This is an optimization exercise on Yosys and OpenROAD, whose aim is small area, not a production implementation. Only simulation tests tie the RTL to the original design; equivalence was not proved. The flow treats the clock pin as an ideal source, which a real chip does not have.

===== flow/design.v =====
module cordic_dds (clk, phase_i, sin_o, cos_o, err_o);
   input         clk;
   input  [15:0] phase_i;
   output [16:0] sin_o, cos_o, err_o;
   reg [1:0] q [0:14];
   always @(posedge clk) q[0] <= phase_i[15:14];
   genvar g;
   generate for (g = 1; g < 15; g = g + 1) begin : qp
      always @(posedge clk) q[g] <= q[g-1];
   end endgenerate
   reg [13:0] z0;
   always @(posedge clk) z0 <= phase_i[13:0];
   reg [14:0] z1;
   reg [13:0] z2;
   reg [12:0] z3;
   reg [11:0] z4;
   reg [10:0] z5;
   reg [9:0] z6;
   reg [8:0] z7;
   reg [7:0] z8;
   reg [6:0] z9;
   reg [5:0] z10;
   reg [4:0] z11;
   reg [3:0] z12;
   reg [3:0] z13;
   reg [2:0] z14;
   always @(posedge clk) z1 <= {1'b0, z0} - 15'd8189;
   always @(posedge clk) z2 <= z1[14] ? z1[13:0] + 14'd4834 : z1[13:0] - 14'd4834;
   always @(posedge clk) z3 <= z2[13] ? z2[12:0] + 13'd2554 : z2[12:0] - 13'd2554;
   always @(posedge clk) z4 <= z3[12] ? z3[11:0] + 12'd1296 : z3[11:0] - 12'd1296;
   always @(posedge clk) z5 <= z4[11] ? z4[10:0] + 11'd650 : z4[10:0] - 11'd650;
   always @(posedge clk) z6 <= z5[10] ? z5[9:0] + 10'd325 : z5[9:0] - 10'd325;
   always @(posedge clk) z7 <= z6[9] ? z6[8:0] + 9'd162 : z6[8:0] - 9'd162;
   always @(posedge clk) z8 <= z7[8] ? z7[7:0] + 8'd81 : z7[7:0] - 8'd81;
   always @(posedge clk) z9 <= z8[7] ? z8[6:0] + 7'd40 : z8[6:0] - 7'd40;
   always @(posedge clk) z10 <= z9[6] ? z9[5:0] + 6'd20 : z9[5:0] - 6'd20;
   always @(posedge clk) z11 <= z10[5] ? z10[4:0] + 5'd10 : z10[4:0] - 5'd10;
   always @(posedge clk) z12 <= z11[4] ? z11[3:0] + 4'd5 : z11[3:0] - 4'd5;
   always @(posedge clk) z13 <= z12[3] ? z12[3:0] + 4'd2 : z12[3:0] - 4'd2;
   always @(posedge clk) z14 <= z13[3] ? z13[2:0] + 3'd1 : z13[2:0] - 3'd1;
   assign err_o = {{14{z14[2]}}, z14};
   reg d1_2; always @(posedge clk) d1_2 <= (z1[14] ^ q[1][0]);
   reg d1_3; always @(posedge clk) d1_3 <= d1_2;
   reg d1_4; always @(posedge clk) d1_4 <= d1_3;
   reg d1_5; always @(posedge clk) d1_5 <= d1_4;
   reg d1_6; always @(posedge clk) d1_6 <= d1_5;
   reg d1_7; always @(posedge clk) d1_7 <= d1_6;
   reg d1_8; always @(posedge clk) d1_8 <= d1_7;
   reg d1_9; always @(posedge clk) d1_9 <= d1_8;
   reg d1_10; always @(posedge clk) d1_10 <= d1_9;
   reg d1_11; always @(posedge clk) d1_11 <= d1_10;
   reg d2_3; always @(posedge clk) d2_3 <= (z2[13] ^ q[2][0]);
   reg d2_4; always @(posedge clk) d2_4 <= d2_3;
   reg d2_5; always @(posedge clk) d2_5 <= d2_4;
   reg d2_6; always @(posedge clk) d2_6 <= d2_5;
   reg d2_7; always @(posedge clk) d2_7 <= d2_6;
   reg d2_8; always @(posedge clk) d2_8 <= d2_7;
   reg d2_9; always @(posedge clk) d2_9 <= d2_8;
   reg d2_10; always @(posedge clk) d2_10 <= d2_9;
   reg d2_11; always @(posedge clk) d2_11 <= d2_10;
   reg d3_4; always @(posedge clk) d3_4 <= (z3[12] ^ q[3][0]);
   reg d3_5; always @(posedge clk) d3_5 <= d3_4;
   reg d3_6; always @(posedge clk) d3_6 <= d3_5;
   reg d3_7; always @(posedge clk) d3_7 <= d3_6;
   reg d3_8; always @(posedge clk) d3_8 <= d3_7;
   reg d3_9; always @(posedge clk) d3_9 <= d3_8;
   reg d3_10; always @(posedge clk) d3_10 <= d3_9;
   reg d3_11; always @(posedge clk) d3_11 <= d3_10;
   reg d4_5; always @(posedge clk) d4_5 <= (z4[11] ^ q[4][0]);
   reg d4_6; always @(posedge clk) d4_6 <= d4_5;
   reg d4_7; always @(posedge clk) d4_7 <= d4_6;
   reg d4_8; always @(posedge clk) d4_8 <= d4_7;
   reg d4_9; always @(posedge clk) d4_9 <= d4_8;
   reg d4_10; always @(posedge clk) d4_10 <= d4_9;
   reg d4_11; always @(posedge clk) d4_11 <= d4_10;
   reg d5_6; always @(posedge clk) d5_6 <= (z5[10] ^ q[5][0]);
   reg d5_7; always @(posedge clk) d5_7 <= d5_6;
   reg d5_8; always @(posedge clk) d5_8 <= d5_7;
   reg d5_9; always @(posedge clk) d5_9 <= d5_8;
   reg d5_10; always @(posedge clk) d5_10 <= d5_9;
   reg d5_11; always @(posedge clk) d5_11 <= d5_10;
   reg d6_7; always @(posedge clk) d6_7 <= (z6[9] ^ q[6][0]);
   reg d6_8; always @(posedge clk) d6_8 <= d6_7;
   reg d6_9; always @(posedge clk) d6_9 <= d6_8;
   reg d6_10; always @(posedge clk) d6_10 <= d6_9;
   reg d6_11; always @(posedge clk) d6_11 <= d6_10;
   reg d7_8; always @(posedge clk) d7_8 <= (z7[8] ^ q[7][0]);
   reg d7_9; always @(posedge clk) d7_9 <= d7_8;
   reg d7_10; always @(posedge clk) d7_10 <= d7_9;
   reg d7_11; always @(posedge clk) d7_11 <= d7_10;
   reg d8_9; always @(posedge clk) d8_9 <= (z8[7] ^ q[8][0]);
   reg d8_10; always @(posedge clk) d8_10 <= d8_9;
   reg d8_11; always @(posedge clk) d8_11 <= d8_10;
   reg d8_12; always @(posedge clk) d8_12 <= d8_11;
   reg d9_10; always @(posedge clk) d9_10 <= (z9[6] ^ q[9][0]);
   reg d9_11; always @(posedge clk) d9_11 <= d9_10;
   reg d9_12; always @(posedge clk) d9_12 <= d9_11;
   reg d10_11; always @(posedge clk) d10_11 <= (z10[5] ^ q[10][0]);
   reg d10_12; always @(posedge clk) d10_12 <= d10_11;
   reg d10_13; always @(posedge clk) d10_13 <= d10_12;
   reg d11_12; always @(posedge clk) d11_12 <= (z11[4] ^ q[11][0]);
   reg d11_13; always @(posedge clk) d11_13 <= d11_12;
   reg d12_13; always @(posedge clk) d12_13 <= (z12[3] ^ q[12][0]);
   reg d12_14; always @(posedge clk) d12_14 <= d12_13;
   reg d13_14; always @(posedge clk) d13_14 <= (z13[3] ^ q[13][0]);
   wire [6:0] tsel = {d7_11, d6_11, d5_11, d4_11, d3_11, d2_11, d1_11};
   wire hf = tsel[0];
   wire [5:0] hsel = tsel[6:1] ^ {6{hf}};
   wire [15:0] hx, hy;
   wire [63:0] hx_t0 = 64'b0110000111101101101011100010110001100001111011011010111000101100;
   assign hx[0] = hx_t0[hsel];
   wire [63:0] hx_t1 = 64'b1000100010010010110110000110101011010111001010010100100000010000;
   assign hx[1] = hx_t1[hsel];
   wire [63:0] hx_t2 = 64'b0011101110111101000100101100010010010001100000101110001101000000;
   assign hx[2] = hx_t2[hsel];
   wire [63:0] hx_t3 = 64'b1110110100000010110011101111111000100001100101111101000011010011;
   assign hx[3] = hx_t3[hsel];
   wire [63:0] hx_t4 = 64'b0000010010001101110000111110010000100010110011010000110110100000;
   assign hx[4] = hx_t4[hsel];
   wire [63:0] hx_t5 = 64'b0011001101011101110111110111110011110101010101110001011100110010;
   assign hx[5] = hx_t5[hsel];
   wire [63:0] hx_t6 = 64'b0011101111011001000100011111001000011001111110011111001110010110;
   assign hx[6] = hx_t6[hsel];
   wire [63:0] hx_t7 = 64'b1011111110010111101111011001011000010101000111110011010101111110;
   assign hx[7] = hx_t7[hsel];
   wire [63:0] hx_t8 = 64'b0010001000100000100010001010100110001000101000000000000000101001;
   assign hx[8] = hx_t8[hsel];
   wire [63:0] hx_t9 = 64'b0010000010001010000000101000101011111101011101010111010111110101;
   assign hx[9] = hx_t9[hsel];
   wire [63:0] hx_t10 = 64'b1000001010100010010111010101110101011111110101110010100000101000;
   assign hx[10] = hx_t10[hsel];
   wire [63:0] hx_t11 = 64'b1101010100101010100010000111011110001000011111111010100001010111;
   assign hx[11] = hx_t11[hsel];
   wire [63:0] hx_t12 = 64'b1000111110100101100001111111000010000111111100001010011111110000;
   assign hx[12] = hx_t12[hsel];
   wire [63:0] hx_t13 = 64'b0100001101100011010000110011001101000011001100110110001100110011;
   assign hx[13] = hx_t13[hsel];
   wire [63:0] hx_t14 = 64'b1010100110001001101010011001100110101001100110011000100110011001;
   assign hx[14] = hx_t14[hsel];
   wire [63:0] hx_t15 = 64'b0000000100000001000000010001000100000001000100010000000100010001;
   assign hx[15] = hx_t15[hsel];
   wire [63:0] hy_t0 = 64'b1110110010100100010001101100110111101100101001000100011011001101;
   assign hy[0] = hy_t0[hsel];
   wire [63:0] hy_t1 = 64'b1101101101100100111000001101010001001100011110111101110110100010;
   assign hy[1] = hy_t1[hsel];
   wire [63:0] hy_t2 = 64'b1010010101001111101010010111000011000011000101000111111011110010;
   assign hy[2] = hy_t2[hsel];
   wire [63:0] hy_t3 = 64'b1010011110001011001110100010010011100111000100011110111010101100;
   assign hy[3] = hy_t3[hsel];
   wire [63:0] hy_t4 = 64'b0111011001001011000011101011010110010100011100110001011111101000;
   assign hy[4] = hy_t4[hsel];
   wire [63:0] hy_t5 = 64'b1011000000000110000110101001101001000111101101101001101011111000;
   assign hy[5] = hy_t5[hsel];
   wire [63:0] hy_t6 = 64'b1010100101000100110101000111110010010110111110110101101110011011;
   assign hy[6] = hy_t6[hsel];
   wire [63:0] hy_t7 = 64'b0101010101100100011110111101001110111111000100111011110010010100;
   assign hy[7] = hy_t7[hsel];
   wire [63:0] hy_t8 = 64'b0101110101000011100110110001010010110101101111100111000111111110;
   assign hy[8] = hy_t8[hsel];
   wire [63:0] hy_t9 = 64'b0001100111000111111101010011110101010001100101110111111100111101;
   assign hy[9] = hy_t9[hsel];
   wire [63:0] hy_t10 = 64'b0011011110000111001111110101010100111111110101111011111101010101;
   assign hy[10] = hy_t10[hsel];
   wire [63:0] hy_t11 = 64'b1111010111001101111101010101111111110101110111011111010101011111;
   assign hy[11] = hy_t11[hsel];
   wire [63:0] hy_t12 = 64'b1101011111100111110101110111011111010111111101111101011101110111;
   assign hy[12] = hy_t12[hsel];
   wire [63:0] hy_t13 = 64'b0111111101101111011111111111111101111111011111110111111111111111;
   assign hy[13] = hy_t13[hsel];
   wire [63:0] hy_t14 = 64'b1111111111101111111111111111111111111111111111111111111111111111;
   assign hy[14] = hy_t14[hsel];
   wire [63:0] hy_t15 = 64'b0000000000010000000000000000000000000000000000000000000000000000;
   assign hy[15] = hy_t15[hsel];
   wire [15:0] tx = hf ? hy : hx;
   wire [15:0] ty = hf ? hx : hy;
   reg [15:0] xr12, yr12;
   always @(posedge clk) begin xr12 <= tx; yr12 <= ty; end
   wire cN = q[14][1] ^ q[14][0];
   wire sN = q[14][1];
   wire [16:0] X8 = {1'b0, xr12};
   wire [16:0] Y8 = {1'b0, yr12};
   wire dp8 = d8_12, dp9 = d9_12;
   wire [8:0] p8_wy1 = Y8[16:8], p8_wx1 = X8[16:8];
   wire [10:0] p8_xl1_c = {{2'b00, X8[7:0]}, 1'b1} + {{{1{p8_wy1[8]}}, p8_wy1} ^ {10{~dp8}}, ~dp8};
   wire [9:0] p8_xl1 = p8_xl1_c[10:1];
   wire [10:0] p8_yl1_c = {{2'b00, Y8[7:0]}, 1'b1} + {{{1{p8_wx1[8]}}, p8_wx1} ^ {10{dp8}}, dp8};
   wire [9:0] p8_yl1 = p8_yl1_c[10:1];
   wire [8:0] p8_xh1_h = X8[16:8];
   wire [1:0] p8_xh1_c = p8_xl1[9:8];
   wire p8_xh1_i = p8_xh1_c[0] & ~p8_xh1_c[1], p8_xh1_d = p8_xh1_c[1];
   wire [8:0] p8_xh1_p1, p8_xh1_p0;
   assign p8_xh1_p1[0] = 1'b1; assign p8_xh1_p0[0] = 1'b1;
   assign p8_xh1_p1[1] = p8_xh1_p1[0] & p8_xh1_h[0]; assign p8_xh1_p0[1] = p8_xh1_p0[0] & ~p8_xh1_h[0];
   assign p8_xh1_p1[2] = p8_xh1_p1[1] & p8_xh1_h[1]; assign p8_xh1_p0[2] = p8_xh1_p0[1] & ~p8_xh1_h[1];
   assign p8_xh1_p1[3] = p8_xh1_p1[2] & p8_xh1_h[2]; assign p8_xh1_p0[3] = p8_xh1_p0[2] & ~p8_xh1_h[2];
   assign p8_xh1_p1[4] = p8_xh1_p1[3] & p8_xh1_h[3]; assign p8_xh1_p0[4] = p8_xh1_p0[3] & ~p8_xh1_h[3];
   assign p8_xh1_p1[5] = p8_xh1_p1[4] & p8_xh1_h[4]; assign p8_xh1_p0[5] = p8_xh1_p0[4] & ~p8_xh1_h[4];
   assign p8_xh1_p1[6] = p8_xh1_p1[5] & p8_xh1_h[5]; assign p8_xh1_p0[6] = p8_xh1_p0[5] & ~p8_xh1_h[5];
   assign p8_xh1_p1[7] = p8_xh1_p1[6] & p8_xh1_h[6]; assign p8_xh1_p0[7] = p8_xh1_p0[6] & ~p8_xh1_h[6];
   assign p8_xh1_p1[8] = p8_xh1_p1[7] & p8_xh1_h[7]; assign p8_xh1_p0[8] = p8_xh1_p0[7] & ~p8_xh1_h[7];
   wire [8:0] p8_xh1 = p8_xh1_h ^ (({9{p8_xh1_i}} & p8_xh1_p1) | ({9{p8_xh1_d}} & p8_xh1_p0));
   wire [8:0] p8_yh1_h = Y8[16:8];
   wire [1:0] p8_yh1_c = p8_yl1[9:8];
   wire p8_yh1_i = p8_yh1_c[0] & ~p8_yh1_c[1], p8_yh1_d = p8_yh1_c[1];
   wire [8:0] p8_yh1_p1, p8_yh1_p0;
   assign p8_yh1_p1[0] = 1'b1; assign p8_yh1_p0[0] = 1'b1;
   assign p8_yh1_p1[1] = p8_yh1_p1[0] & p8_yh1_h[0]; assign p8_yh1_p0[1] = p8_yh1_p0[0] & ~p8_yh1_h[0];
   assign p8_yh1_p1[2] = p8_yh1_p1[1] & p8_yh1_h[1]; assign p8_yh1_p0[2] = p8_yh1_p0[1] & ~p8_yh1_h[1];
   assign p8_yh1_p1[3] = p8_yh1_p1[2] & p8_yh1_h[2]; assign p8_yh1_p0[3] = p8_yh1_p0[2] & ~p8_yh1_h[2];
   assign p8_yh1_p1[4] = p8_yh1_p1[3] & p8_yh1_h[3]; assign p8_yh1_p0[4] = p8_yh1_p0[3] & ~p8_yh1_h[3];
   assign p8_yh1_p1[5] = p8_yh1_p1[4] & p8_yh1_h[4]; assign p8_yh1_p0[5] = p8_yh1_p0[4] & ~p8_yh1_h[4];
   assign p8_yh1_p1[6] = p8_yh1_p1[5] & p8_yh1_h[5]; assign p8_yh1_p0[6] = p8_yh1_p0[5] & ~p8_yh1_h[5];
   assign p8_yh1_p1[7] = p8_yh1_p1[6] & p8_yh1_h[6]; assign p8_yh1_p0[7] = p8_yh1_p0[6] & ~p8_yh1_h[6];
   assign p8_yh1_p1[8] = p8_yh1_p1[7] & p8_yh1_h[7]; assign p8_yh1_p0[8] = p8_yh1_p0[7] & ~p8_yh1_h[7];
   wire [8:0] p8_yh1 = p8_yh1_h ^ (({9{p8_yh1_i}} & p8_yh1_p1) | ({9{p8_yh1_d}} & p8_yh1_p0));
   wire [16:0] p8_x1 = {p8_xh1, p8_xl1[7:0]}, p8_y1 = {p8_yh1, p8_yl1[7:0]};
   wire [7:0] p8_wy2 = p8_y1[16:9], p8_wx2 = p8_x1[16:9];
   wire [10:0] p8_xl2_c = {p8_xl1, 1'b1} + {{{2{p8_wy2[7]}}, p8_wy2} ^ {10{~dp9}}, ~dp9};
   wire [9:0] p8_xl2 = p8_xl2_c[10:1];
   wire [10:0] p8_yl2_c = {p8_yl1, 1'b1} + {{{2{p8_wx2[7]}}, p8_wx2} ^ {10{dp9}}, dp9};
   wire [9:0] p8_yl2 = p8_yl2_c[10:1];
   wire [8:0] p8_xh2_h = X8[16:8];
   wire [1:0] p8_xh2_c = p8_xl2[9:8];
   wire p8_xh2_i = p8_xh2_c[0] & ~p8_xh2_c[1], p8_xh2_d = p8_xh2_c[1];
   wire [8:0] p8_xh2_p1, p8_xh2_p0;
   assign p8_xh2_p1[0] = 1'b1; assign p8_xh2_p0[0] = 1'b1;
   assign p8_xh2_p1[1] = p8_xh2_p1[0] & p8_xh2_h[0]; assign p8_xh2_p0[1] = p8_xh2_p0[0] & ~p8_xh2_h[0];
   assign p8_xh2_p1[2] = p8_xh2_p1[1] & p8_xh2_h[1]; assign p8_xh2_p0[2] = p8_xh2_p0[1] & ~p8_xh2_h[1];
   assign p8_xh2_p1[3] = p8_xh2_p1[2] & p8_xh2_h[2]; assign p8_xh2_p0[3] = p8_xh2_p0[2] & ~p8_xh2_h[2];
   assign p8_xh2_p1[4] = p8_xh2_p1[3] & p8_xh2_h[3]; assign p8_xh2_p0[4] = p8_xh2_p0[3] & ~p8_xh2_h[3];
   assign p8_xh2_p1[5] = p8_xh2_p1[4] & p8_xh2_h[4]; assign p8_xh2_p0[5] = p8_xh2_p0[4] & ~p8_xh2_h[4];
   assign p8_xh2_p1[6] = p8_xh2_p1[5] & p8_xh2_h[5]; assign p8_xh2_p0[6] = p8_xh2_p0[5] & ~p8_xh2_h[5];
   assign p8_xh2_p1[7] = p8_xh2_p1[6] & p8_xh2_h[6]; assign p8_xh2_p0[7] = p8_xh2_p0[6] & ~p8_xh2_h[6];
   assign p8_xh2_p1[8] = p8_xh2_p1[7] & p8_xh2_h[7]; assign p8_xh2_p0[8] = p8_xh2_p0[7] & ~p8_xh2_h[7];
   wire [8:0] p8_xh2 = p8_xh2_h ^ (({9{p8_xh2_i}} & p8_xh2_p1) | ({9{p8_xh2_d}} & p8_xh2_p0));
   wire [8:0] p8_yh2_h = Y8[16:8];
   wire [1:0] p8_yh2_c = p8_yl2[9:8];
   wire p8_yh2_i = p8_yh2_c[0] & ~p8_yh2_c[1], p8_yh2_d = p8_yh2_c[1];
   wire [8:0] p8_yh2_p1, p8_yh2_p0;
   assign p8_yh2_p1[0] = 1'b1; assign p8_yh2_p0[0] = 1'b1;
   assign p8_yh2_p1[1] = p8_yh2_p1[0] & p8_yh2_h[0]; assign p8_yh2_p0[1] = p8_yh2_p0[0] & ~p8_yh2_h[0];
   assign p8_yh2_p1[2] = p8_yh2_p1[1] & p8_yh2_h[1]; assign p8_yh2_p0[2] = p8_yh2_p0[1] & ~p8_yh2_h[1];
   assign p8_yh2_p1[3] = p8_yh2_p1[2] & p8_yh2_h[2]; assign p8_yh2_p0[3] = p8_yh2_p0[2] & ~p8_yh2_h[2];
   assign p8_yh2_p1[4] = p8_yh2_p1[3] & p8_yh2_h[3]; assign p8_yh2_p0[4] = p8_yh2_p0[3] & ~p8_yh2_h[3];
   assign p8_yh2_p1[5] = p8_yh2_p1[4] & p8_yh2_h[4]; assign p8_yh2_p0[5] = p8_yh2_p0[4] & ~p8_yh2_h[4];
   assign p8_yh2_p1[6] = p8_yh2_p1[5] & p8_yh2_h[5]; assign p8_yh2_p0[6] = p8_yh2_p0[5] & ~p8_yh2_h[5];
   assign p8_yh2_p1[7] = p8_yh2_p1[6] & p8_yh2_h[6]; assign p8_yh2_p0[7] = p8_yh2_p0[6] & ~p8_yh2_h[6];
   assign p8_yh2_p1[8] = p8_yh2_p1[7] & p8_yh2_h[7]; assign p8_yh2_p0[8] = p8_yh2_p0[7] & ~p8_yh2_h[7];
   wire [8:0] p8_yh2 = p8_yh2_h ^ (({9{p8_yh2_i}} & p8_yh2_p1) | ({9{p8_yh2_d}} & p8_yh2_p0));
   wire [16:0] p8_x2 = {p8_xh2, p8_xl2[7:0]}, p8_y2 = {p8_yh2, p8_yl2[7:0]};
   reg [15:0] xr13, yr13;
   always @(posedge clk) begin xr13 <= p8_x2[15:0]; yr13 <= p8_y2[15:0]; end
   wire [16:0] X10 = {1'b0, xr13};
   wire [16:0] Y10 = {1'b0, yr13};
   wire dp10 = d10_13, dp11 = d11_13;
   wire [6:0] p10_wy1 = Y10[16:10], p10_wx1 = X10[16:10];
   wire [8:0] p10_xl1_c = {{2'b00, X10[5:0]}, 1'b1} + {{{1{p10_wy1[6]}}, p10_wy1} ^ {8{~dp10}}, ~dp10};
   wire [7:0] p10_xl1 = p10_xl1_c[8:1];
   wire [8:0] p10_yl1_c = {{2'b00, Y10[5:0]}, 1'b1} + {{{1{p10_wx1[6]}}, p10_wx1} ^ {8{dp10}}, dp10};
   wire [7:0] p10_yl1 = p10_yl1_c[8:1];
   wire [10:0] p10_xh1_h = X10[16:6];
   wire [1:0] p10_xh1_c = p10_xl1[7:6];
   wire p10_xh1_i = p10_xh1_c[0] & ~p10_xh1_c[1], p10_xh1_d = p10_xh1_c[1];
   wire [10:0] p10_xh1_p1, p10_xh1_p0;
   assign p10_xh1_p1[0] = 1'b1; assign p10_xh1_p0[0] = 1'b1;
   assign p10_xh1_p1[1] = p10_xh1_p1[0] & p10_xh1_h[0]; assign p10_xh1_p0[1] = p10_xh1_p0[0] & ~p10_xh1_h[0];
   assign p10_xh1_p1[2] = p10_xh1_p1[1] & p10_xh1_h[1]; assign p10_xh1_p0[2] = p10_xh1_p0[1] & ~p10_xh1_h[1];
   assign p10_xh1_p1[3] = p10_xh1_p1[2] & p10_xh1_h[2]; assign p10_xh1_p0[3] = p10_xh1_p0[2] & ~p10_xh1_h[2];
   assign p10_xh1_p1[4] = p10_xh1_p1[3] & p10_xh1_h[3]; assign p10_xh1_p0[4] = p10_xh1_p0[3] & ~p10_xh1_h[3];
   assign p10_xh1_p1[5] = p10_xh1_p1[4] & p10_xh1_h[4]; assign p10_xh1_p0[5] = p10_xh1_p0[4] & ~p10_xh1_h[4];
   assign p10_xh1_p1[6] = p10_xh1_p1[5] & p10_xh1_h[5]; assign p10_xh1_p0[6] = p10_xh1_p0[5] & ~p10_xh1_h[5];
   assign p10_xh1_p1[7] = p10_xh1_p1[6] & p10_xh1_h[6]; assign p10_xh1_p0[7] = p10_xh1_p0[6] & ~p10_xh1_h[6];
   assign p10_xh1_p1[8] = p10_xh1_p1[7] & p10_xh1_h[7]; assign p10_xh1_p0[8] = p10_xh1_p0[7] & ~p10_xh1_h[7];
   assign p10_xh1_p1[9] = p10_xh1_p1[8] & p10_xh1_h[8]; assign p10_xh1_p0[9] = p10_xh1_p0[8] & ~p10_xh1_h[8];
   assign p10_xh1_p1[10] = p10_xh1_p1[9] & p10_xh1_h[9]; assign p10_xh1_p0[10] = p10_xh1_p0[9] & ~p10_xh1_h[9];
   wire [10:0] p10_xh1 = p10_xh1_h ^ (({11{p10_xh1_i}} & p10_xh1_p1) | ({11{p10_xh1_d}} & p10_xh1_p0));
   wire [10:0] p10_yh1_h = Y10[16:6];
   wire [1:0] p10_yh1_c = p10_yl1[7:6];
   wire p10_yh1_i = p10_yh1_c[0] & ~p10_yh1_c[1], p10_yh1_d = p10_yh1_c[1];
   wire [10:0] p10_yh1_p1, p10_yh1_p0;
   assign p10_yh1_p1[0] = 1'b1; assign p10_yh1_p0[0] = 1'b1;
   assign p10_yh1_p1[1] = p10_yh1_p1[0] & p10_yh1_h[0]; assign p10_yh1_p0[1] = p10_yh1_p0[0] & ~p10_yh1_h[0];
   assign p10_yh1_p1[2] = p10_yh1_p1[1] & p10_yh1_h[1]; assign p10_yh1_p0[2] = p10_yh1_p0[1] & ~p10_yh1_h[1];
   assign p10_yh1_p1[3] = p10_yh1_p1[2] & p10_yh1_h[2]; assign p10_yh1_p0[3] = p10_yh1_p0[2] & ~p10_yh1_h[2];
   assign p10_yh1_p1[4] = p10_yh1_p1[3] & p10_yh1_h[3]; assign p10_yh1_p0[4] = p10_yh1_p0[3] & ~p10_yh1_h[3];
   assign p10_yh1_p1[5] = p10_yh1_p1[4] & p10_yh1_h[4]; assign p10_yh1_p0[5] = p10_yh1_p0[4] & ~p10_yh1_h[4];
   assign p10_yh1_p1[6] = p10_yh1_p1[5] & p10_yh1_h[5]; assign p10_yh1_p0[6] = p10_yh1_p0[5] & ~p10_yh1_h[5];
   assign p10_yh1_p1[7] = p10_yh1_p1[6] & p10_yh1_h[6]; assign p10_yh1_p0[7] = p10_yh1_p0[6] & ~p10_yh1_h[6];
   assign p10_yh1_p1[8] = p10_yh1_p1[7] & p10_yh1_h[7]; assign p10_yh1_p0[8] = p10_yh1_p0[7] & ~p10_yh1_h[7];
   assign p10_yh1_p1[9] = p10_yh1_p1[8] & p10_yh1_h[8]; assign p10_yh1_p0[9] = p10_yh1_p0[8] & ~p10_yh1_h[8];
   assign p10_yh1_p1[10] = p10_yh1_p1[9] & p10_yh1_h[9]; assign p10_yh1_p0[10] = p10_yh1_p0[9] & ~p10_yh1_h[9];
   wire [10:0] p10_yh1 = p10_yh1_h ^ (({11{p10_yh1_i}} & p10_yh1_p1) | ({11{p10_yh1_d}} & p10_yh1_p0));
   wire [16:0] p10_x1 = {p10_xh1, p10_xl1[5:0]}, p10_y1 = {p10_yh1, p10_yl1[5:0]};
   wire [5:0] p10_wy2 = p10_y1[16:11], p10_wx2 = p10_x1[16:11];
   wire [8:0] p10_xl2_c = {p10_xl1, 1'b1} + {{{2{p10_wy2[5]}}, p10_wy2} ^ {8{~dp11}}, ~dp11};
   wire [7:0] p10_xl2 = p10_xl2_c[8:1];
   wire [8:0] p10_yl2_c = {p10_yl1, 1'b1} + {{{2{p10_wx2[5]}}, p10_wx2} ^ {8{dp11}}, dp11};
   wire [7:0] p10_yl2 = p10_yl2_c[8:1];
   wire [10:0] p10_xh2_h = X10[16:6];
   wire [1:0] p10_xh2_c = p10_xl2[7:6];
   wire p10_xh2_i = p10_xh2_c[0] & ~p10_xh2_c[1], p10_xh2_d = p10_xh2_c[1];
   wire [10:0] p10_xh2_p1, p10_xh2_p0;
   assign p10_xh2_p1[0] = 1'b1; assign p10_xh2_p0[0] = 1'b1;
   assign p10_xh2_p1[1] = p10_xh2_p1[0] & p10_xh2_h[0]; assign p10_xh2_p0[1] = p10_xh2_p0[0] & ~p10_xh2_h[0];
   assign p10_xh2_p1[2] = p10_xh2_p1[1] & p10_xh2_h[1]; assign p10_xh2_p0[2] = p10_xh2_p0[1] & ~p10_xh2_h[1];
   assign p10_xh2_p1[3] = p10_xh2_p1[2] & p10_xh2_h[2]; assign p10_xh2_p0[3] = p10_xh2_p0[2] & ~p10_xh2_h[2];
   assign p10_xh2_p1[4] = p10_xh2_p1[3] & p10_xh2_h[3]; assign p10_xh2_p0[4] = p10_xh2_p0[3] & ~p10_xh2_h[3];
   assign p10_xh2_p1[5] = p10_xh2_p1[4] & p10_xh2_h[4]; assign p10_xh2_p0[5] = p10_xh2_p0[4] & ~p10_xh2_h[4];
   assign p10_xh2_p1[6] = p10_xh2_p1[5] & p10_xh2_h[5]; assign p10_xh2_p0[6] = p10_xh2_p0[5] & ~p10_xh2_h[5];
   assign p10_xh2_p1[7] = p10_xh2_p1[6] & p10_xh2_h[6]; assign p10_xh2_p0[7] = p10_xh2_p0[6] & ~p10_xh2_h[6];
   assign p10_xh2_p1[8] = p10_xh2_p1[7] & p10_xh2_h[7]; assign p10_xh2_p0[8] = p10_xh2_p0[7] & ~p10_xh2_h[7];
   assign p10_xh2_p1[9] = p10_xh2_p1[8] & p10_xh2_h[8]; assign p10_xh2_p0[9] = p10_xh2_p0[8] & ~p10_xh2_h[8];
   assign p10_xh2_p1[10] = p10_xh2_p1[9] & p10_xh2_h[9]; assign p10_xh2_p0[10] = p10_xh2_p0[9] & ~p10_xh2_h[9];
   wire [10:0] p10_xh2 = p10_xh2_h ^ (({11{p10_xh2_i}} & p10_xh2_p1) | ({11{p10_xh2_d}} & p10_xh2_p0));
   wire [10:0] p10_yh2_h = Y10[16:6];
   wire [1:0] p10_yh2_c = p10_yl2[7:6];
   wire p10_yh2_i = p10_yh2_c[0] & ~p10_yh2_c[1], p10_yh2_d = p10_yh2_c[1];
   wire [10:0] p10_yh2_p1, p10_yh2_p0;
   assign p10_yh2_p1[0] = 1'b1; assign p10_yh2_p0[0] = 1'b1;
   assign p10_yh2_p1[1] = p10_yh2_p1[0] & p10_yh2_h[0]; assign p10_yh2_p0[1] = p10_yh2_p0[0] & ~p10_yh2_h[0];
   assign p10_yh2_p1[2] = p10_yh2_p1[1] & p10_yh2_h[1]; assign p10_yh2_p0[2] = p10_yh2_p0[1] & ~p10_yh2_h[1];
   assign p10_yh2_p1[3] = p10_yh2_p1[2] & p10_yh2_h[2]; assign p10_yh2_p0[3] = p10_yh2_p0[2] & ~p10_yh2_h[2];
   assign p10_yh2_p1[4] = p10_yh2_p1[3] & p10_yh2_h[3]; assign p10_yh2_p0[4] = p10_yh2_p0[3] & ~p10_yh2_h[3];
   assign p10_yh2_p1[5] = p10_yh2_p1[4] & p10_yh2_h[4]; assign p10_yh2_p0[5] = p10_yh2_p0[4] & ~p10_yh2_h[4];
   assign p10_yh2_p1[6] = p10_yh2_p1[5] & p10_yh2_h[5]; assign p10_yh2_p0[6] = p10_yh2_p0[5] & ~p10_yh2_h[5];
   assign p10_yh2_p1[7] = p10_yh2_p1[6] & p10_yh2_h[6]; assign p10_yh2_p0[7] = p10_yh2_p0[6] & ~p10_yh2_h[6];
   assign p10_yh2_p1[8] = p10_yh2_p1[7] & p10_yh2_h[7]; assign p10_yh2_p0[8] = p10_yh2_p0[7] & ~p10_yh2_h[7];
   assign p10_yh2_p1[9] = p10_yh2_p1[8] & p10_yh2_h[8]; assign p10_yh2_p0[9] = p10_yh2_p0[8] & ~p10_yh2_h[8];
   assign p10_yh2_p1[10] = p10_yh2_p1[9] & p10_yh2_h[9]; assign p10_yh2_p0[10] = p10_yh2_p0[9] & ~p10_yh2_h[9];
   wire [10:0] p10_yh2 = p10_yh2_h ^ (({11{p10_yh2_i}} & p10_yh2_p1) | ({11{p10_yh2_d}} & p10_yh2_p0));
   wire [16:0] p10_x2 = {p10_xh2, p10_xl2[5:0]}, p10_y2 = {p10_yh2, p10_yl2[5:0]};
   reg [15:0] xr14, yr14;
   always @(posedge clk) begin xr14 <= p10_x2[15:0]; yr14 <= p10_y2[15:0]; end
   wire [16:0] X12 = {(xr14[15] & xr14[14]), xr14};
   wire [16:0] Y12 = {(yr14[15] & yr14[14]), yr14};
   wire dp12 = d12_14, dp13 = d13_14;
   wire [4:0] p12_wy1 = Y12[16:12], p12_wx1 = X12[16:12];
   wire [6:0] p12_xl1_c = {{2'b00, X12[3:0]}, 1'b1} + {{{1{p12_wy1[4]}}, p12_wy1} ^ {6{~dp12}}, ~dp12};
   wire [5:0] p12_xl1 = p12_xl1_c[6:1];
   wire [6:0] p12_yl1_c = {{2'b00, Y12[3:0]}, 1'b1} + {{{1{p12_wx1[4]}}, p12_wx1} ^ {6{dp12}}, dp12};
   wire [5:0] p12_yl1 = p12_yl1_c[6:1];
   wire [12:0] p12_xh1_h = X12[16:4];
   wire [1:0] p12_xh1_c = p12_xl1[5:4];
   wire p12_xh1_i = p12_xh1_c[0] & ~p12_xh1_c[1], p12_xh1_d = p12_xh1_c[1];
   wire [12:0] p12_xh1_p1, p12_xh1_p0;
   assign p12_xh1_p1[0] = 1'b1; assign p12_xh1_p0[0] = 1'b1;
   assign p12_xh1_p1[1] = p12_xh1_p1[0] & p12_xh1_h[0]; assign p12_xh1_p0[1] = p12_xh1_p0[0] & ~p12_xh1_h[0];
   assign p12_xh1_p1[2] = p12_xh1_p1[1] & p12_xh1_h[1]; assign p12_xh1_p0[2] = p12_xh1_p0[1] & ~p12_xh1_h[1];
   assign p12_xh1_p1[3] = p12_xh1_p1[2] & p12_xh1_h[2]; assign p12_xh1_p0[3] = p12_xh1_p0[2] & ~p12_xh1_h[2];
   assign p12_xh1_p1[4] = p12_xh1_p1[3] & p12_xh1_h[3]; assign p12_xh1_p0[4] = p12_xh1_p0[3] & ~p12_xh1_h[3];
   assign p12_xh1_p1[5] = p12_xh1_p1[4] & p12_xh1_h[4]; assign p12_xh1_p0[5] = p12_xh1_p0[4] & ~p12_xh1_h[4];
   assign p12_xh1_p1[6] = p12_xh1_p1[5] & p12_xh1_h[5]; assign p12_xh1_p0[6] = p12_xh1_p0[5] & ~p12_xh1_h[5];
   assign p12_xh1_p1[7] = p12_xh1_p1[6] & p12_xh1_h[6]; assign p12_xh1_p0[7] = p12_xh1_p0[6] & ~p12_xh1_h[6];
   assign p12_xh1_p1[8] = p12_xh1_p1[7] & p12_xh1_h[7]; assign p12_xh1_p0[8] = p12_xh1_p0[7] & ~p12_xh1_h[7];
   assign p12_xh1_p1[9] = p12_xh1_p1[8] & p12_xh1_h[8]; assign p12_xh1_p0[9] = p12_xh1_p0[8] & ~p12_xh1_h[8];
   assign p12_xh1_p1[10] = p12_xh1_p1[9] & p12_xh1_h[9]; assign p12_xh1_p0[10] = p12_xh1_p0[9] & ~p12_xh1_h[9];
   assign p12_xh1_p1[11] = p12_xh1_p1[10] & p12_xh1_h[10]; assign p12_xh1_p0[11] = p12_xh1_p0[10] & ~p12_xh1_h[10];
   assign p12_xh1_p1[12] = p12_xh1_p1[11] & p12_xh1_h[11]; assign p12_xh1_p0[12] = p12_xh1_p0[11] & ~p12_xh1_h[11];
   wire [12:0] p12_xh1 = p12_xh1_h ^ (({13{p12_xh1_i}} & p12_xh1_p1) | ({13{p12_xh1_d}} & p12_xh1_p0));
   wire [12:0] p12_yh1_h = Y12[16:4];
   wire [1:0] p12_yh1_c = p12_yl1[5:4];
   wire p12_yh1_i = p12_yh1_c[0] & ~p12_yh1_c[1], p12_yh1_d = p12_yh1_c[1];
   wire [12:0] p12_yh1_p1, p12_yh1_p0;
   assign p12_yh1_p1[0] = 1'b1; assign p12_yh1_p0[0] = 1'b1;
   assign p12_yh1_p1[1] = p12_yh1_p1[0] & p12_yh1_h[0]; assign p12_yh1_p0[1] = p12_yh1_p0[0] & ~p12_yh1_h[0];
   assign p12_yh1_p1[2] = p12_yh1_p1[1] & p12_yh1_h[1]; assign p12_yh1_p0[2] = p12_yh1_p0[1] & ~p12_yh1_h[1];
   assign p12_yh1_p1[3] = p12_yh1_p1[2] & p12_yh1_h[2]; assign p12_yh1_p0[3] = p12_yh1_p0[2] & ~p12_yh1_h[2];
   assign p12_yh1_p1[4] = p12_yh1_p1[3] & p12_yh1_h[3]; assign p12_yh1_p0[4] = p12_yh1_p0[3] & ~p12_yh1_h[3];
   assign p12_yh1_p1[5] = p12_yh1_p1[4] & p12_yh1_h[4]; assign p12_yh1_p0[5] = p12_yh1_p0[4] & ~p12_yh1_h[4];
   assign p12_yh1_p1[6] = p12_yh1_p1[5] & p12_yh1_h[5]; assign p12_yh1_p0[6] = p12_yh1_p0[5] & ~p12_yh1_h[5];
   assign p12_yh1_p1[7] = p12_yh1_p1[6] & p12_yh1_h[6]; assign p12_yh1_p0[7] = p12_yh1_p0[6] & ~p12_yh1_h[6];
   assign p12_yh1_p1[8] = p12_yh1_p1[7] & p12_yh1_h[7]; assign p12_yh1_p0[8] = p12_yh1_p0[7] & ~p12_yh1_h[7];
   assign p12_yh1_p1[9] = p12_yh1_p1[8] & p12_yh1_h[8]; assign p12_yh1_p0[9] = p12_yh1_p0[8] & ~p12_yh1_h[8];
   assign p12_yh1_p1[10] = p12_yh1_p1[9] & p12_yh1_h[9]; assign p12_yh1_p0[10] = p12_yh1_p0[9] & ~p12_yh1_h[9];
   assign p12_yh1_p1[11] = p12_yh1_p1[10] & p12_yh1_h[10]; assign p12_yh1_p0[11] = p12_yh1_p0[10] & ~p12_yh1_h[10];
   assign p12_yh1_p1[12] = p12_yh1_p1[11] & p12_yh1_h[11]; assign p12_yh1_p0[12] = p12_yh1_p0[11] & ~p12_yh1_h[11];
   wire [12:0] p12_yh1 = p12_yh1_h ^ (({13{p12_yh1_i}} & p12_yh1_p1) | ({13{p12_yh1_d}} & p12_yh1_p0));
   wire [16:0] p12_x1 = {p12_xh1, p12_xl1[3:0]}, p12_y1 = {p12_yh1, p12_yl1[3:0]};
   wire [3:0] p12_wy2 = p12_y1[16:13], p12_wx2 = p12_x1[16:13];
   wire [5:0] p12_xl1m = p12_xl1 - {5'd0, cN};
   wire [5:0] p12_yl1m = p12_yl1 - {5'd0, sN};
   wire [6:0] p12_xl2_c = {p12_xl1m, 1'b1} + {{{2{p12_wy2[3]}}, p12_wy2} ^ {6{~dp13}}, ~dp13};
   wire [5:0] p12_xl2 = p12_xl2_c[6:1];
   wire [6:0] p12_yl2_c = {p12_yl1m, 1'b1} + {{{2{p12_wx2[3]}}, p12_wx2} ^ {6{dp13}}, dp13};
   wire [5:0] p12_yl2 = p12_yl2_c[6:1];
   wire [12:0] p12_xh2_h = X12[16:4];
   wire [1:0] p12_xh2_c = p12_xl2[5:4];
   wire p12_xh2_i = p12_xh2_c[0] & ~p12_xh2_c[1], p12_xh2_d = p12_xh2_c[1];
   wire [12:0] p12_xh2_p1, p12_xh2_p0;
   assign p12_xh2_p1[0] = 1'b1; assign p12_xh2_p0[0] = 1'b1;
   assign p12_xh2_p1[1] = p12_xh2_p1[0] & p12_xh2_h[0]; assign p12_xh2_p0[1] = p12_xh2_p0[0] & ~p12_xh2_h[0];
   assign p12_xh2_p1[2] = p12_xh2_p1[1] & p12_xh2_h[1]; assign p12_xh2_p0[2] = p12_xh2_p0[1] & ~p12_xh2_h[1];
   assign p12_xh2_p1[3] = p12_xh2_p1[2] & p12_xh2_h[2]; assign p12_xh2_p0[3] = p12_xh2_p0[2] & ~p12_xh2_h[2];
   assign p12_xh2_p1[4] = p12_xh2_p1[3] & p12_xh2_h[3]; assign p12_xh2_p0[4] = p12_xh2_p0[3] & ~p12_xh2_h[3];
   assign p12_xh2_p1[5] = p12_xh2_p1[4] & p12_xh2_h[4]; assign p12_xh2_p0[5] = p12_xh2_p0[4] & ~p12_xh2_h[4];
   assign p12_xh2_p1[6] = p12_xh2_p1[5] & p12_xh2_h[5]; assign p12_xh2_p0[6] = p12_xh2_p0[5] & ~p12_xh2_h[5];
   assign p12_xh2_p1[7] = p12_xh2_p1[6] & p12_xh2_h[6]; assign p12_xh2_p0[7] = p12_xh2_p0[6] & ~p12_xh2_h[6];
   assign p12_xh2_p1[8] = p12_xh2_p1[7] & p12_xh2_h[7]; assign p12_xh2_p0[8] = p12_xh2_p0[7] & ~p12_xh2_h[7];
   assign p12_xh2_p1[9] = p12_xh2_p1[8] & p12_xh2_h[8]; assign p12_xh2_p0[9] = p12_xh2_p0[8] & ~p12_xh2_h[8];
   assign p12_xh2_p1[10] = p12_xh2_p1[9] & p12_xh2_h[9]; assign p12_xh2_p0[10] = p12_xh2_p0[9] & ~p12_xh2_h[9];
   assign p12_xh2_p1[11] = p12_xh2_p1[10] & p12_xh2_h[10]; assign p12_xh2_p0[11] = p12_xh2_p0[10] & ~p12_xh2_h[10];
   assign p12_xh2_p1[12] = p12_xh2_p1[11] & p12_xh2_h[11]; assign p12_xh2_p0[12] = p12_xh2_p0[11] & ~p12_xh2_h[11];
   wire [12:0] p12_xh2 = p12_xh2_h ^ (({13{p12_xh2_i}} & p12_xh2_p1) | ({13{p12_xh2_d}} & p12_xh2_p0));
   wire [12:0] p12_yh2_h = Y12[16:4];
   wire [1:0] p12_yh2_c = p12_yl2[5:4];
   wire p12_yh2_i = p12_yh2_c[0] & ~p12_yh2_c[1], p12_yh2_d = p12_yh2_c[1];
   wire [12:0] p12_yh2_p1, p12_yh2_p0;
   assign p12_yh2_p1[0] = 1'b1; assign p12_yh2_p0[0] = 1'b1;
   assign p12_yh2_p1[1] = p12_yh2_p1[0] & p12_yh2_h[0]; assign p12_yh2_p0[1] = p12_yh2_p0[0] & ~p12_yh2_h[0];
   assign p12_yh2_p1[2] = p12_yh2_p1[1] & p12_yh2_h[1]; assign p12_yh2_p0[2] = p12_yh2_p0[1] & ~p12_yh2_h[1];
   assign p12_yh2_p1[3] = p12_yh2_p1[2] & p12_yh2_h[2]; assign p12_yh2_p0[3] = p12_yh2_p0[2] & ~p12_yh2_h[2];
   assign p12_yh2_p1[4] = p12_yh2_p1[3] & p12_yh2_h[3]; assign p12_yh2_p0[4] = p12_yh2_p0[3] & ~p12_yh2_h[3];
   assign p12_yh2_p1[5] = p12_yh2_p1[4] & p12_yh2_h[4]; assign p12_yh2_p0[5] = p12_yh2_p0[4] & ~p12_yh2_h[4];
   assign p12_yh2_p1[6] = p12_yh2_p1[5] & p12_yh2_h[5]; assign p12_yh2_p0[6] = p12_yh2_p0[5] & ~p12_yh2_h[5];
   assign p12_yh2_p1[7] = p12_yh2_p1[6] & p12_yh2_h[6]; assign p12_yh2_p0[7] = p12_yh2_p0[6] & ~p12_yh2_h[6];
   assign p12_yh2_p1[8] = p12_yh2_p1[7] & p12_yh2_h[7]; assign p12_yh2_p0[8] = p12_yh2_p0[7] & ~p12_yh2_h[7];
   assign p12_yh2_p1[9] = p12_yh2_p1[8] & p12_yh2_h[8]; assign p12_yh2_p0[9] = p12_yh2_p0[8] & ~p12_yh2_h[8];
   assign p12_yh2_p1[10] = p12_yh2_p1[9] & p12_yh2_h[9]; assign p12_yh2_p0[10] = p12_yh2_p0[9] & ~p12_yh2_h[9];
   assign p12_yh2_p1[11] = p12_yh2_p1[10] & p12_yh2_h[10]; assign p12_yh2_p0[11] = p12_yh2_p0[10] & ~p12_yh2_h[10];
   assign p12_yh2_p1[12] = p12_yh2_p1[11] & p12_yh2_h[11]; assign p12_yh2_p0[12] = p12_yh2_p0[11] & ~p12_yh2_h[11];
   wire [12:0] p12_yh2 = p12_yh2_h ^ (({13{p12_yh2_i}} & p12_yh2_p1) | ({13{p12_yh2_d}} & p12_yh2_p0));
   wire [16:0] p12_x2 = {p12_xh2, p12_xl2[3:0]}, p12_y2 = {p12_yh2, p12_yl2[3:0]};
   reg [16:0] cos_r, sin_r;
   always @(posedge clk) begin
      cos_r <= {17{cN}} ^ p12_x2;
      sin_r <= {17{sN}} ^ p12_y2;
   end
   assign cos_o = cos_r;
   assign sin_o = sin_r;
endmodule

===== flow/flow/run.sh =====
#!/bin/bash
# Own layout flow: the standard flow (standard synthesis unchanged), with
#  - the port buffers made from sky130_fd_sc_hd__buf_1 cells,
#  - clock tree options passed to clock_tree_synthesis,
#  - power recovery (cell down-sizing on paths with slack) after global routing.
# Each make run writes its full output to a log of its own in the work folder;
# ORFS's per-step logs are under orfs/logs/.
set -euo pipefail
cd "$(dirname "$0")/.."
source flow/knobs.sh
bash standard.sh finish \
  "BUFFER_PORTS_ARGS=$PORT_BUF_ARGS" \
  "CTS_ARGS=$CTS_ARGS" \
  "RECOVER_POWER=$RECOVER" > flow_standard.log 2>&1

===== flow/flow/knobs.sh =====
PORT_BUF_ARGS="-buffer_cell sky130_fd_sc_hd__buf_1"
CTS_ARGS="-sink_clustering_enable -repair_clock_nets -dont_use_dummy_load -buf_list sky130_fd_sc_hd__clkbuf_8 -root_buf sky130_fd_sc_hd__clkbuf_16 -sink_clustering_size 20 -sink_clustering_max_diameter 100"
RECOVER=0

===== flow/standard.sh =====
#!/bin/bash
# synth_recipe.tcl (not shown) runs the flow's synth.tcl, then flattens the netlist and writes it again
# the make line also repeats each setting of config.mk as NAME=value (left out here)
make -C /OpenROAD-flow-scripts/flow DESIGN_CONFIG=/design/flow/config.mk WORK_HOME=/design/flow/orfs CLKGATE_MAP_FILE= SYNTH_SCRIPT=/design/flow/synth_recipe.tcl "${@:-finish}"

===== flow/config.mk =====
export PLATFORM = sky130hd
export DESIGN_NAME = cordic_dds
export DESIGN_NICKNAME = cordic_dds
export VERILOG_FILES = /design/flow/design.v
export SDC_FILE = /design/flow/constraint.sdc
export NUM_CORES = 4
export LEC_CHECK = 0
export ABC_AREA = 1
export ABC_CLOCK_PERIOD_IN_PS = 5000
export CAP_MARGIN = 20
export CORE_MARGIN = 2
export CORE_UTILIZATION = 40
export SLEW_MARGIN = 20

===== flow/constraint.sdc =====
create_clock -name core_clock -period 5.0 [get_ports {clk}]
set_input_delay 1.0000 -clock core_clock [delete_from_list [all_inputs] [get_ports {clk}]]
set_output_delay 1.0000 -clock core_clock [all_outputs]
set_load 0.01 [all_outputs]

==> impl_metrics.py, run 1 <==
metrics = {
    "worst_hold_path": {
        "whs_path_depth": 0,
        "hold_end": "d10_13$_DFF_P_",
        "min_from": "d10_12$_DFF_P_",
        "hp-class": "reg2reg",
    },
    "clocking": {
        "cts_tree": "yes",
        "clock_latency_ns": 0.52,
        "cts_sinks": 359,
        "numCtsBuffers": 22,
        "path_clk_slew_ns": 0.12,
    },
    "placement": {
        "gp_congestion": 0.9784,
        "dpl.hpwl_mm": 43.58,
        "numPortBuffers": 67,
        "placed_cells": 3551,
    },
    "worst_setup_path": {
        "startpoint": "d8_12$_DFF_P_",
        "critPathLaunchType": "flip-flop",
        "r2r_cells": 25,
        "crit_type": "reg2reg",
        "r2r_slack_ns": 0.48,
        "crit_fanout": 28,
        "timing.rr.start": "d8_12$_DFF_P_",
        "r2r-end": "xr13[11]$_DFF_P_",
        "cp-end-kind": "flip-flop",
        "required_ns": 5.43,
        "cp.arrival_ns": 4.96,
    },
    "global_routing": {
        "grt_pass1_vias": 17800,
        "grt_max_degree": 37,
        "gr-total-overflow": 0,
        "grt_pass1_wl_mm": 87.29,
        "grt_usage": 0.1915,
        "antenna_found_initial": 0,
    },
    "synth": {
        "synthMuxAreaShare": 0,
        "syn_inst": 2815,
        "synthesis.nets": 3003,
        "synth_warnings": 2,
        "syn_area_mm2": 0.02140,
        "synth-edff-count": 0,
        "synth.ff_latch_count": 359,
        "synth_top_family_by_area": "simple AND/OR/NAND/NOR gates",
        "synth_xor_area_frac": 0.1253,
        "netlist.area_leader.share": 0.3359,
        "synth_area_leader_cell": "dfxtp_1",
        "synthArstFlopShare": 0,
        "ys_seq_area_frac": 0.3359,
        "synthFlopType": "dfxtp_1",
        "synth_cell_types": 61,
        "synth-adder-area-share": 0.1046,
        "synth-simple-area-share": 0.2393,
        "synth_compound_gate_area_share": 0.1095,
        "synth_area_leaders": "dfxtp_1 34%, nand2_1 11%, ha_1 9.2%",
        "avgSynthCellArea_um2": 7.601,
    },
    "finish": {
        "mostFrequentLayoutCell": "nand2_1",
        "antenna_cells": 0,
        "seq_area_mm2": 0.007188,
        "final_util": 0.4337,
        "fillers": 5361,
        "area_delta_synth_final_pct": 6.953,
        "multi_input_area_mm2": 0.01239,
        "fin_cells": 3573,
        "final_cell_mix": "619 x nand2_1, 358 x dfxtp_1, 352 x inv_1, 216 x xor2_1, 168 x nor2_1",
        "layout-drive-gt1-share": 0.06620,
        "fin_nets": 3075,
    },
    "timing": {
        "rsz0062_at_grt": "false",
        "setup-violations-final": 0,
        "tightest_slew_ns": 1.047,
        "tns_ns": 0,
        "finalClockSkew_ns": 0.02734,
        "min_period_ns": 4.523,
        "timing.fmax_mhz": 221.1,
        "hold_viol": 0,
        "post-route-period-util": 0.9046,
        "hold_ws_ns": 0.3262,
        "relSlewSlack": 0.3012,
        "drv_slew": 0,
    },
    "route": {
        "drc_errors": 0,
        "vias": 18170,
        "drtIter0Drc": 1207,
        "ant_nets": 0,
        "routed_wl_mm": 54.63,
        "drtPass1Iterations": 6,
        "drt-vias-per-instance": 5.086,
        "drt-wirelength-per-cell_um": 15.29,
    },
    "job": {
        "maxCapViolations": 0,
    },
    "floorplanning": {
        "fp.dieArea_mm2": 0.05536,
        "pin_count": 68,
        "fp-row-count": 84,
        "die_height_um": 235.3,
        "core_region_area_mm2": 0.05276,
        "die_w_um": 235.3,
        "start_util": 0.4055,
    },
    "status": {
        "outcome": "finished clean",
    },
}
[what timing repair did]
item                                   4_1_cts  5_1_grt
buffers inserted                             0        0
endpoints found under the hold margin        0        0
hold buffers                                 0        0
resized for setup                            0        2
setup endpoints to repair                    0       27
[through the flow]
step	cell area (µm²)	setup WS (ns)
final	22880	0.4772
after global routing	22880	0.008522
after CTS	22880	0.3469
after detailed placement	22540	0.4202
after global placement	22540	0.5207
after floorplan	21400	0.3225
[worst max-delay path, stage by stage, from the launching register on]
cell and delay, ns:
dfxtp_1 0.35, buf_12 0.18, xor2_1 0.18, ha_1 0.38, a21oi_1 0.11, o21ai_0 0.28
nand2_1 0.12, nand2_1 0.07, nand2_1 0.04, nand2_1 0.17, nand2_1 0.16, o21ai_0 0.23
xor2_1 0.20, ha_1 0.30, a21oi_1 0.17, nand2_1 0.10, a31oi_1 0.23, o21ai_0 0.18
a21oi_1 0.16, nor2_1 0.05, nor2_1 0.10, xor2_1 0.18, buf_4 0.20, nand4_1 0.13
nand3_1 0.10, nand2_1 0.06
[per-layer routing]
layer  part of all wire  track usage  wire, µm
met1               0.42       0.2200     22890
met2               0.50       0.3617     27330
met3              0.037      0.01782      2001
met4              0.044      0.07952      2407
met5                  0            0         0
[synthesized netlist by cell type, types with 10 or more instances]
master and instances:
nor2_2 12, ha_1 158, nand3b_1 26, o22ai_1 12
buf_4 19, xnor2_1 90, nor3_1 23, buf_2 10
inv_1 352, a21oi_1 154, inv_2 18, xor2_1 216
nand4_1 43, nand3_1 157, clkbuf_1 31, dfxtp_1 359
nor2_1 168, nand3_2 25, o211ai_1 11, o21ai_0 126
a31oi_1 13, nand2_2 18, fa_1 13, nand2_1 619
[registers in the layout (all words and copies together), names as in the netlist, 9 cells and up]
| name | count |
|---|---|
| cos_r | 17 |
| yr13 | 16 |
| z7 | 9 |
| z0 | 14 |
| z1 | 15 |
| yr14 | 16 |
| z5 | 11 |
| sin_r | 17 |
| xr14 | 16 |
| z3 | 13 |
| xr12 | 16 |
| z6 | 10 |
| z4 | 12 |
| yr12 | 16 |
| xr13 | 16 |
| q | 30 |
| z2 | 14 |
[logic make-up (layout without fill, tap and decap cells)]
logic type / Yosys count / after routing
and+or+nand+nor: 1126 / 1126
AOI/OAI and AO/OA: 402 / 402
xor gates and xnor gates: 306 / 306
adders and majority gates: 171 / 171
buffers and inverters: 451 / 521
DFF: 359 / 359
[worst max-delay path by stage]
| stage | end | slack, ns |
|---|---|---|
| floorplan | yr13[10]$_DFF_P_ | 0.32 |
| global placement | xr14[13]$_DFF_P_ | 0.52 |
| detailed placement | yr14[7]$_DFF_P_ | 0.42 |
| CTS | yr14[15]$_DFF_P_ | 0.35 |
| global route | xr13[12]$_DFF_P_ | 0.009 |
| finish | xr13[11]$_DFF_P_ | 0.48 |
[layout make-up]
class,instances,share of cell area
multi-input cells,2005,0.5415
repair buffers,126,0.03089
clock buffers,22,0.01471
flip-flops and latches,359,0.3141
well taps,688,0.03762
inverters,373,0.06118
==> run 2, diff against run 1 <==
==> flow/flow/knobs.sh (replaced) <==
PORT_BUF_ARGS="-buffer_cell sky130_fd_sc_hd__buf_1"
CTS_ARGS="-sink_clustering_enable -repair_clock_nets -dont_use_dummy_load -buf_list sky130_fd_sc_hd__clkbuf_16 -sink_clustering_size 25 -sink_clustering_max_diameter 120"
RECOVER=0
==> run 2 against run 1 <==
Net effect:
- sequential cell count unchanged
- still clean on timing, DRC and antenna
- synthesized area stayed put
- clock skew is 0.020 ns higher
- utilization grew 0.26 points
- die area unchanged
- via count grew 0.53%
- final area grew 0.61%
- first-iteration DRC count decreased by 7.6%
- setup slack better by 0.0050 ns
==> impl_metrics.py, run 2 <==
metrics = {
    "status": {
        "outcome": "finished clean",
    },
    "worst_setup_path": {
        "setup.worst_path.end": "yr13[14]$_DFF_P_",
        "timing.rr.start": "d8_12$_DFF_P_",
        "cp.arrival_ns": 4.91,
        "r2r_cells": 25,
        "required_ns": 5.39,
        "crit_type": "reg2reg",
        "startpoint": "d8_12$_DFF_P_",
        "critPathLaunchType": "flip-flop",
        "r2r_slack_ns": 0.48,
        "r2r-end": "yr13[14]$_DFF_P_",
        "crit_fanout": 28,
        "cp-end-kind": "flip-flop",
    },
    "synth": {
        "synth.ff_latch_count": 359,
        "syn_inst": 2815,
        "synthArstFlopShare": 0,
        "synth_commonest_cells": "619 x nand2_1, 359 x dfxtp_1, 352 x inv_1, 216 x xor2_1, 168 x nor2_1",
        "synthesis.nets": 3003,
        "netlist.area_leader.share": 0.3359,
        "synth_warnings": 2,
        "synthFlopType": "dfxtp_1",
        "syn_area_mm2": 0.02140,
        "ys_seq_area_frac": 0.3359,
        "synth_area_leader_cell": "dfxtp_1",
        "synth_area_leaders": "dfxtp_1 34%, nand2_1 11%, ha_1 9.2%",
        "avgSynthCellArea_um2": 7.601,
        "synth_most_common_cell": "nand2_1",
        "synth_cell_types": 61,
        "synth-edff-count": 0,
    },
    "clocking": {
        "numCtsBuffers": 19,
        "cts_sinks": 359,
        "path_clk_slew_ns": 0.10,
        "cts_tree": "yes",
        "clock_latency_ns": 0.54,
    },
    "global_routing": {
        "grt_usage": 0.1918,
        "grt_max_degree": 37,
        "grt_pass1_wl_mm": 87.42,
        "grt_pass1_vias": 17780,
        "antenna_found_initial": 0,
        "gr-total-overflow": 0,
    },
    "finish": {
        "top_register": "q",
        "largest_register_ffs": 30,
        "fin_cells": 3570,
        "seq_area_mm2": 0.007188,
        "layout-drive-gt1-share": 0.06523,
        "final_cell_mix": "619 x nand2_1, 358 x dfxtp_1, 352 x inv_1, 216 x xor2_1, 168 x nor2_1",
        "mostFrequentLayoutCell": "nand2_1",
        "fillers": 5344,
        "largestRegisters": "q (30), cos_r (17), sin_r (17)",
        "antenna_cells": 0,
        "area_delta_synth_final_pct": 7.602,
        "fin_nets": 3072,
        "multi_input_area_mm2": 0.01239,
        "final_util": 0.4364,
    },
    "route": {
        "drt-vias-per-instance": 5.117,
        "ant_nets": 0,
        "drt-wirelength-per-cell_um": 15.33,
        "drtPass1Iterations": 6,
        "vias": 18270,
        "drc_errors": 0,
        "drtIter0Drc": 1115,
        "routed_wl_mm": 54.72,
    },
    "placement": {
        "gp_congestion": 0.9784,
        "placed_cells": 3551,
        "numPortBuffers": 67,
        "dpl.hpwl_mm": 43.58,
    },
    "timing": {
        "drv_slew": 0,
        "tns_ns": 0,
        "post-route-period-util": 0.9036,
        "setup-violations-final": 0,
        "min_period_ns": 4.518,
        "rsz0062_at_grt": "false",
        "finalClockSkew_ns": 0.04703,
        "hold_viol": 0,
        "relSlewSlack": 0.3094,
        "timing.fmax_mhz": 221.3,
        "tightest_slew_ns": 1.034,
    },
    "floorplanning": {
        "core_region_area_mm2": 0.05276,
        "fp.dieArea_mm2": 0.05536,
        "die_w_um": 235.3,
        "die_height_um": 235.3,
        "start_util": 0.4055,
        "pin_count": 68,
        "fp-row-count": 84,
    },
    "worst_hold_path": {
        "hp-class": "reg2reg",
    },
    "job": {
        "maxCapViolations": 0,
    },
}
-- run 2: changes by cell type in the layout (fill, tap and decap cells not counted) --
cell	previous run	this run
o21ai_0	126	125
clkbuf_8	19	0
o21ai_1	4	5
clkbuf_16	3	19
-- run 2: worst min-delay path by stage --
stage,depth (start not counted),startpoint,to,slack [ns]
finish,0,d8_10$_DFF_P_,d8_11$_DFF_P_,0.32
global route,0,d3_8$_DFF_P_,d3_9$_DFF_P_,0.34
detailed placement,0,d3_5$_DFF_P_,d3_6$_DFF_P_,0.31
CTS,0,d6_8$_DFF_P_,d6_9$_DFF_P_,0.33
global placement,0,q[5][1]$_DFF_P_,q[6][1]$_DFF_P_,0.31
floorplan,0,d10_11$_DFF_P_,d10_12$_DFF_P_,0.31
-- run 2: critical path, stage by stage, from the launching register on --
cell and delay (ns):
dfxtp_1 0.38, buf_12 0.21, xnor2_1 0.10, ha_1 0.34
a21oi_1 0.19, o21ai_0 0.13, a21oi_1 0.17, nand3_2 0.19
inv_2 0.15, nand2_1 0.10, o21ai_0 0.20, xor2_1 0.16
inv_1 0.06, ha_1 0.34, a21oi_1 0.17, nand2_1 0.10
a31oi_1 0.22, o21ai_0 0.16, a21oi_1 0.16, nor2_1 0.06
nor2_1 0.11, xor2_1 0.16, buf_4 0.18, nand4_1 0.12
nand3_1 0.11, nand2_1 0.06
-- run 2: timing repair --
action	in CTS	in global routing
resized for setup	0	3
hold buffers	0	0
endpoints found under the setup margin	0	29
setup buffers	0	0
-- run 2: cell families (layout without fill, tap and decap cells) --
| logic type | Yosys count | count (layout) | share of synthesized area |
|---|---|---|---|
| flops | 359 | 359 | 0.3359 |
| xor+xnor | 306 | 306 | 0.1253 |
| buf+inv | 451 | 518 | 0.08555 |
| fa+ha+maj | 171 | 171 | 0.1046 |
| simple gates | 1126 | 1126 | 0.2393 |
| compound gates | 402 | 402 | 0.1095 |
-- run 2: layer usage --
metal	vias up	routed length [µm]	track usage
met3	131	2031	0.02029
met1	8466	22960	0.2202
met4	0	2284	0.07547
li1	9225	-	-
met5	-	0	0
met2	447	27450	0.3625
-- run 2: layout make-up --
class	count	share of cell area
clock buffer	19	0.02065
tap	688	0.03739
sequential	359	0.3122
inverter	373	0.06081
multi-input combinational	2005	0.5382
timing repair buffer	126	0.03070
-- run 2: per-stage QoR --
step	hold slack, ns	cell area [µm²]	setup WS (ns)
finish	0.3208	23020	0.4822
global route	0.3379	23020	0.01921
CTS	0.3335	23020	0.3649
detailed placement	0.3121	22540	0.4202
global placement	0.3096	22540	0.5207
floorplan	0.3096	21400	0.3225

-- afterwards: timing with drivers on the ports --
The results above use ideal ports. As a check the final layouts listed here were re-extracted and re-timed, cells and wires unchanged. Step 1: set_driving_cell puts a clkbuf_16 on clk and a buf_2 on each other input, an assumption about the parent block. Step 2 adds t to the input delays and takes it off the output delays; t is the mean of the earliest and latest rising clock arrival at the registers after step 1. Input paths then give back, and output paths get back, about the clock's delay inside the block. Slacks: ideal / step 1 / step 2; pairs: ideal / step 1.
run	t (ns)	setup WS [ns]	worst register clock-pin slew, ns	worst slew at a driven data input, ns
run 1	0.567	0.477 / 0.477 / 0.477	0.12 / 0.12	0.04
run 2	0.571	0.482 / 0.482 / 0.482	0.10 / 0.10	0.03
After both steps every run listed still meets setup and hold.
